Background: an optimization exercise with open tools, aiming at small area. Do not read the settings as production practice.
Function was checked by simulation only, so behaviour that the tests miss may differ from the original.
No activity file was given, so power comes from the tool's default toggle rates.

v27:
// slave_template
module slave_template (
	clk,
	reset,
	slave_address,
	slave_read,
	slave_write,
	slave_readdata,
	slave_writedata,
	slave_byteenable,
	slave_irq,
	user_dataout_0,
	user_dataout_1,
	user_dataout_2,
	user_dataout_3,
	user_dataout_4,
	user_dataout_5,
	user_dataout_6,
	user_dataout_7,
	user_dataout_8,
	user_dataout_9,
	user_dataout_10,
	user_dataout_11,
	user_dataout_12,
	user_dataout_13,
	user_dataout_14,
	user_dataout_15,
	user_datain_0,
	user_datain_1,
	user_datain_2,
	user_datain_3,
	user_datain_4,
	user_datain_5,
	user_datain_6,
	user_datain_7,
	user_datain_8,
	user_datain_9,
	user_datain_10,
	user_datain_11,
	user_datain_12,
	user_datain_13,
	user_datain_14,
	user_datain_15,
	user_chipselect,
	user_byteenable,
	user_write,
	user_read
);
Size: roughly 8600 cells after synthesis, about 1100 I/O pins.
clock: 6.0 ns
lec_check: 0
cap_margin: 30
core_margin: 2
core_utilization: 60
setup_slack_margin: 0.8
slew_margin: 30
standard.sh (not shown) runs the stock make flow with config.mk's settings and CLKGATE_MAP_FILE= SYNTH_SCRIPT=/design/flow/synth_recipe.tcl, a recipe that flattens the netlist after the stock synthesis.
==> flow/flow/run.sh <==
#!/bin/bash
# Layout flow: the standard synthesis, an area re-mapping of the logic between the
# registers, then the standard ORFS layout with:
#  - ports buffered with buf_1 instead of the default delay buffer,
#  - clock tree built from clkbuf_8 leaf clusters of up to 16 sinks, no dummy loads.
# Each tool's output goes to a log in this folder.
set -euo pipefail
export BUFFER_PORTS_ARGS="-buffer_cell sky130_fd_sc_hd__buf_1"
export CTS_ARGS="-sink_clustering_enable -repair_clock_nets -dont_use_dummy_load -buf_list sky130_fd_sc_hd__clkbuf_8 -sink_clustering_size 16 -sink_clustering_max_diameter 60"
YOSYS=$(command -v yosys || echo "$FLOW_HOME/../tools/install/yosys/bin/yosys")
R=orfs/results/$FLOW_PLATFORM/slave_template/base

bash standard.sh synth > synth.log 2>&1
cp $R/1_2_yosys.v standard_synth.v
REMAP_IN=standard_synth.v REMAP_OUT=remapped.v "$YOSYS" -c flow/remap.tcl > remap.log 2>&1
cp remapped.v $R/1_2_yosys.v
rm -f $R/1_synth.odb $R/1_synth.sdc
bash standard.sh > standard.log 2>&1
==> flow/flow/remap.abc <==
strash; dch; map -a; strash; dch; map -a; strash; dch; map -a; topo
==> flow/flow/remap.tcl <==
# Area-oriented re-mapping of the combinational logic of the standard synthesis netlist.
# Registers are kept as they are (same instances, names and cell types); only the logic
# between them is re-mapped with ABC's area mapper.
set lib $::env(FLOW_HOME)/platforms/sky130hd/lib/sky130_fd_sc_hd__tt_025C_1v80.lib
set in  $::env(REMAP_IN)
set out $::env(REMAP_OUT)
yosys read_liberty -ignore_miss_func $lib
yosys read_verilog $in
yosys hierarchy -top $::env(FLOW_TOP)
# every sequential cell the netlist uses stays a black box
set seq {}
foreach c [exec grep -oE {sky130_fd_sc_hd__(df|edf|sdf|dl)[a-z0-9_]*} $in] { if {[lsearch $seq $c] < 0} { lappend seq $c } }
puts "sequential cell types kept: $seq"
yosys blackbox {*}$seq
yosys flatten
yosys rename -hide w:_*_.*
yosys opt_clean -purge
yosys tee -o remap_pre.stat stat -liberty $lib
yosys abc -liberty $lib -dont_use sky130_fd_sc_hd__probe_p_8 -dont_use sky130_fd_sc_hd__probec_p_8 -dont_use sky130_fd_sc_hd__lpflow_* -script flow/remap.abc
yosys splitnets
yosys opt_clean -purge
yosys hilomap -singleton -hicell sky130_fd_sc_hd__conb_1 HI -locell sky130_fd_sc_hd__conb_1 LO
yosys insbuf -buf sky130_fd_sc_hd__buf_4 A X
yosys hierarchy -top $::env(FLOW_TOP)
yosys tee -o remap_post.stat stat -liberty $lib
yosys write_verilog -noattr -nohex -nodec $out
v27 reached the final stage; the timing, DRC and antenna checks on its layout passed.
Edits applied to the flow inputs when going from v27 to v4:
diff --git a/flow/config.mk b/flow/config.mk
--- a/flow/config.mk
+++ b/flow/config.mk
@@ -8 +8 @@
-export CAP_MARGIN = 30
+export CAP_MARGIN = 20
@@ -11,2 +11,2 @@
-export SETUP_SLACK_MARGIN = 0.8
-export SLEW_MARGIN = 30
+export SETUP_SLACK_MARGIN = 0.5
+export SLEW_MARGIN = 20
Notes after the runs:
v27 and v4 ended up with roughly the same routed length on met1.
v4 vs v27, sequential share of layout area went up by 0.21 points.
Any difference in internal power contribution between v4 and v27 is small enough to ignore.
Going from v27 to v4, switching power as a share of total power barely changed; total power roughly the same; via count of the first global-routing pass climbed about 0.44%; measured slew at the worst slew-check pin now larger.
What v35 does differently from v4 at the input level:
==> flow/flow/remap.abc <==
strash; dch; map -a; strash; dch; map -a; topo
diff --git a/flow/config.mk b/flow/config.mk
--- a/flow/config.mk
+++ b/flow/config.mk
@@ -8 +8 @@
-export CAP_MARGIN = 20
+export CAP_MARGIN = 30
@@ -10,3 +10,3 @@
-export CORE_UTILIZATION = 60
-export SETUP_SLACK_MARGIN = 0.5
-export SLEW_MARGIN = 20
+export CORE_UTILIZATION = 55
+export SETUP_SLACK_MARGIN = 0.8
+export SLEW_MARGIN = 30
Notes after the runs:
The final layout from v4, which completed every stage, passed the timing, DRC and antenna checks at the end of the flow.
The flow did not stop early for v35: all stages ran, and the layout cleared the timing, DRC and antenna checks.
v4 has a higher register share of the cell area than v35.
A class of the tightest hold or removal check of in -> reg is what v35 shows, while in -> async belongs to v4.
Of v4 and v35, the lower minimum period implied by the final worst setup slack belongs to v35.
Total power sits higher in v35 than in v4.

---

slave_template, a different RTL version from the one above (not shown whole).
Size: about 8600 cells after synthesis, roughly 110000 um2 of cells after synthesis.
clock: 6.0 ns
lec_check: 0
cap_margin: 30
core_margin: 2
core_utilization: 55
setup_slack_margin: 0.8
slew_margin: 30
==> flow/flow/run.sh <==
#!/bin/bash
# Layout flow: the standard synthesis, an area re-mapping of the logic between the
# registers, then the standard ORFS layout with:
#  - ports buffered with buf_1 instead of the default delay buffer,
#  - clock tree built from clkbuf_16 leaf clusters of up to 30 sinks, no dummy loads.
# Each tool's output goes to a log in this folder.
set -euo pipefail
export BUFFER_PORTS_ARGS="-buffer_cell sky130_fd_sc_hd__buf_1"
export CTS_ARGS="-sink_clustering_enable -repair_clock_nets -dont_use_dummy_load -buf_list sky130_fd_sc_hd__clkbuf_16 -sink_clustering_size 30 -sink_clustering_max_diameter 80"
YOSYS=$(command -v yosys || echo "$FLOW_HOME/../tools/install/yosys/bin/yosys")
R=orfs/results/$FLOW_PLATFORM/slave_template/base

bash standard.sh synth > synth.log 2>&1
cp $R/1_2_yosys.v standard_synth.v
REMAP_IN=standard_synth.v REMAP_OUT=remapped.v "$YOSYS" -c flow/remap.tcl > remap.log 2>&1
cp remapped.v $R/1_2_yosys.v
rm -f $R/1_synth.odb $R/1_synth.sdc
bash standard.sh > standard.log 2>&1
==> flow/flow/remap.abc <==
strash; dch; map -a; strash; dch; map -a; topo
Scripts as last shown in full above: flow/flow/remap.tcl
The first run finished clean.
Next try:
==> flow/flow/run.sh (replaced) <==
#!/bin/bash
# Standard ORFS layout (the standard.sh) with three changes:
#  - ports buffered with buf_1 instead of the default delay buffer,
#  - clock tree built from clkbuf_16 leaf clusters of up to 30 sinks, no dummy loads.
export BUFFER_PORTS_ARGS="-buffer_cell sky130_fd_sc_hd__buf_1"
export CTS_ARGS="-sink_clustering_enable -repair_clock_nets -dont_use_dummy_load -buf_list sky130_fd_sc_hd__clkbuf_16 -sink_clustering_size 30 -sink_clustering_max_diameter 80"
bash standard.sh > standard.log 2>&1
Settings changed: CAP_MARGIN 30 to 20, CORE_UTILIZATION 55 to 40, SETUP_SLACK_MARGIN 0.8 to not set, SLEW_MARGIN 30 to 20.
removed: flow/flow/remap.abc
removed: flow/flow/remap.tcl
Global-route usage went down by 16 points. Register-to-register slack improves by 0.64 ns. Total power grows by 2.2%. Routed wire length came out higher by 4.5%. Worst setup slack is better by 0.79 ns. Cell area rose by 3.9%. Combinational power rose by about 3%.
Next try:
Settings changed: CAP_MARGIN 20 to 30, CORE_UTILIZATION 40 to 55, SETUP_SLACK_MARGIN set to 0.3, SLEW_MARGIN 20 to 30.
The new run produced a clean layout. Cell area shrinks by 1.2%. Maximum frequency shrinks by 7.0%. Non-clock buffer count grows by 5. Synthesized cell count stays the same. Total power shrinks by 2.1%. Via count grows by 1.4%. Final cell count shrinks by 8.0%. Hold slack improved by 0.045 ns. Combinational power shrinks by about 3%.

-- what the ideal ports hide --
No port has a modelled driver above. Below, the same layouts with a new extraction and two added sets of constraints.
Step 1 assumes that a clkbuf_16 drives the clock port and a buf_2 every other input.
Step 2, shift: input delay + t, output delay - t, t = (earliest + latest rising clock arrival at the registers) / 2. This alone moves slack from input paths to output paths.
Slacks: ideal ports / drivers / drivers and shift; pairs: ideal ports / drivers.
run	t, ns	setup WS [ns]	hold slack, ns	worst setup path at the end	worst slew at a driven data input, ns
v27	1.200	0.518 / 0.416 / 0.216	0.157 / 0.115 / 0.288	input to register	0.21
v4	1.205	0.365 / 0.269 / 0.279	0.180 / 0.108 / 0.307	input to register	0.21
v35	1.195	0.559 / 0.452 / 0.168	0.193 / 0.138 / 0.295	input to register	0.15
the first run of note 2	0.983	0.434 / 0.516 / -0.467	0.328 / 0.328 / 0.328	input to register	0.22
the second run of note 2	0.993	1.221 / 1.161 / 0.216	0.277 / 0.277 / 0.277	input to register	0.28
the third run of note 2	0.957	0.858 / 0.937 / -0.019	0.323 / 0.323 / 0.323	input to register	0.24
Met with ideal ports but missed after step 2: setup timing in the first run of note 2 and the third run of note 2. For the second run of note 2, which loses most, drivers alone change the setup slack by -0.060 ns; drivers and shift together by -1.005 ns.
